What follows belongs to an exercise in optimizing a design on an open flow for small area; a production flow would make more cautious choices. Power is estimated from default activity; no workload was simulated.

==> module counter, before the edit <==
module counter
#(parameter xLen = 64)
(input  clk,
 input  start,
 input  reset,
 input  [xLen-1 : 0] init_val,
 input  init,
 input  return_current_count,
 output [xLen-1 : 0] current_count,
 output [xLen-1 : 0] debug_out,
 output count_valid,
 output count_valid_fsm
 );
reg [xLen-1 : 0] cnt;
reg [xLen-1 : 0] hold;
reg return_current_count_reg;
reg init_reg;
reg start_reg;
reg count_valid_reg;
reg count_valid_fsm_reg;
reg [1:0] count_valid_timer;
reg [1:0] state, next_state;
localparam idle                = 2'b00;
localparam init_state          = 2'b01;
localparam count               = 2'b10;
localparam current_count_state = 2'b11;
reg cv_state, cv_next_state;
assign debug_out = cnt;
assign current_count = state[1] ? hold : cnt;
assign count_valid = count_valid_reg;
assign count_valid_fsm = count_valid_fsm_reg;
always @(posedge clk, posedge reset) begin
    if (reset) begin
        state <= idle;
        cv_state <= 1'b0;
    end else begin
        state <= next_state;
        cv_state <= cv_next_state;
    end
end
always @(*) begin
    next_state = state;
    case (state)
        idle                : if (start_reg) next_state = count;
                              else if (init_reg) next_state = init_state;
        count               : if (return_current_count_reg) next_state = current_count_state;
        current_count_state : next_state = count;
        init_state          : next_state = idle;
    endcase
end
always @(*) begin
    cv_next_state = cv_state;
    if (!cv_state) begin
        if (next_state == current_count_state) cv_next_state = 1'b1;
    end else begin
        if (count_valid_timer == 2'd3) cv_next_state = 1'b0;
    end
end
always @(posedge clk) begin
    if (reset) begin
        return_current_count_reg <= 0;
        init_reg <= 0;
        start_reg <= 0;
        count_valid_fsm_reg <= 0;
    end else begin
        case (state)
            idle: if (init) init_reg <= 1'b1; else start_reg <= start;
            init_state: init_reg <= 1'b0;
            current_count_state: begin
                return_current_count_reg <= 1'b0;
                count_valid_fsm_reg <= 1'b1;
            end
            count: begin
                start_reg <= 1'b0;
                return_current_count_reg <= return_current_count;
                count_valid_fsm_reg <= 1'b0;
            end
        endcase
    end
end
always @(posedge clk) begin
    if (reset)
        cnt <= 0;
    else if (state == init_state)
        cnt <= hold;
    else if (state == count)
        cnt <= cnt + 1'b1;
end
always @(posedge clk) begin
    if (state == current_count_state || (state == idle && start_reg))
        hold <= cnt;
    else if (state == idle && init)
        hold <= init_val;
end
always @(posedge clk) begin
    if (reset) begin
        count_valid_reg <= 0;
        count_valid_timer <= 0;
    end else if (cv_state) begin
        count_valid_reg <= 1;
        count_valid_timer <= count_valid_timer + 1'b1;
    end else begin
        count_valid_timer <= 0;
        count_valid_reg <= 0;
    end
end
endmodule
make LEC_CHECK=0 CAP_MARGIN=20 CORE_MARGIN=2 CORE_UTILIZATION=40 SLEW_MARGIN=20 finish   # period 4.0 ns
run.sh (not shown) runs the stock make flow with config.mk's settings and CLKGATE_MAP_FILE= SYNTH_SCRIPT=/design/flow/synth_recipe.tcl, a recipe that flattens the netlist after the stock synthesis.
The baseline went through all stages and came out clean.
Rerun with:
--- a/flow/design.v
+++ b/flow/design.v
@@ -10,11 +10,11 @@
  output [xLen-1 : 0] debug_out,
  output count_valid,
  output count_valid_fsm
  );
 reg [xLen-1 : 0] cnt;
-reg [xLen-1 : 0] hold;
+reg [xLen-1 : 0] held;
 reg return_current_count_reg;
 reg init_reg;
 reg start_reg;
 reg count_valid_reg;
 reg count_valid_fsm_reg;
@@ -23,12 +23,13 @@
 localparam idle                = 2'b00;
 localparam init_state          = 2'b01;
 localparam count               = 2'b10;
 localparam current_count_state = 2'b11;
 reg cv_state, cv_next_state;
-assign debug_out = cnt;
-assign current_count = state[1] ? hold : cnt;
+wire capture = (state == idle) && init && !start_reg;
+assign debug_out = state[1] ? cnt : held;
+assign current_count = held;
 assign count_valid = count_valid_reg;
 assign count_valid_fsm = count_valid_fsm_reg;
 always @(posedge clk, posedge reset) begin
     if (reset) begin
         state <= idle;
@@ -76,23 +77,21 @@
                 count_valid_fsm_reg <= 1'b0;
             end
         endcase
     end
 end
-always @(posedge clk) begin
+always @(posedge clk, posedge reset) begin
     if (reset)
         cnt <= 0;
-    else if (state == init_state)
-        cnt <= hold;
-    else if (state == count)
-        cnt <= cnt + 1'b1;
+    else if (capture)
+        cnt <= init_val;
+    else
+        cnt <= cnt + (state == count);
 end
 always @(posedge clk) begin
-    if (state == current_count_state || (state == idle && start_reg))
-        hold <= cnt;
-    else if (state == idle && init)
-        hold <= init_val;
+    if (state[0] || reset)
+        held <= cnt;
 end
 always @(posedge clk) begin
     if (reset) begin
         count_valid_reg <= 0;
         count_valid_timer <= 0;
=>
- hold slack improves by 0.0038 ns
- sequential cell count stays the same
- total power fell by 2.1%
- critical path depth does not change
- cell area went down by 12%
- area after synthesis went down by 17%
- global-route usage went down by 2.2 points
- sequential share of layout area increases by 7.7 points
Function was not checked in any run of this note: the RTL went through the layout flow alone.

what the ideal ports hide:
No port has a modelled driver above. Below, the same layouts with a new extraction and two added sets of constraints.
Step 1 assumes that a clkbuf_16 drives the clock port and a buf_2 every other input.
Step 2, shift: input delay + t, output delay - t, t = (earliest + latest rising clock arrival at the registers) / 2. This alone moves slack from input paths to output paths.
Slacks: ideal / step 1 / step 2; pairs: ideal / step 1.
| run | t (ns) | slack for setup (ns) | worst setup path at the end |
|---|---|---|---|
| the first run | 0.476 | 0.671 / 0.624 / 1.100 | register to output |
| the second run | 0.458 | 0.593 / 0.551 / 0.719 | input to register |
After both steps setup and hold are still met in every run listed.
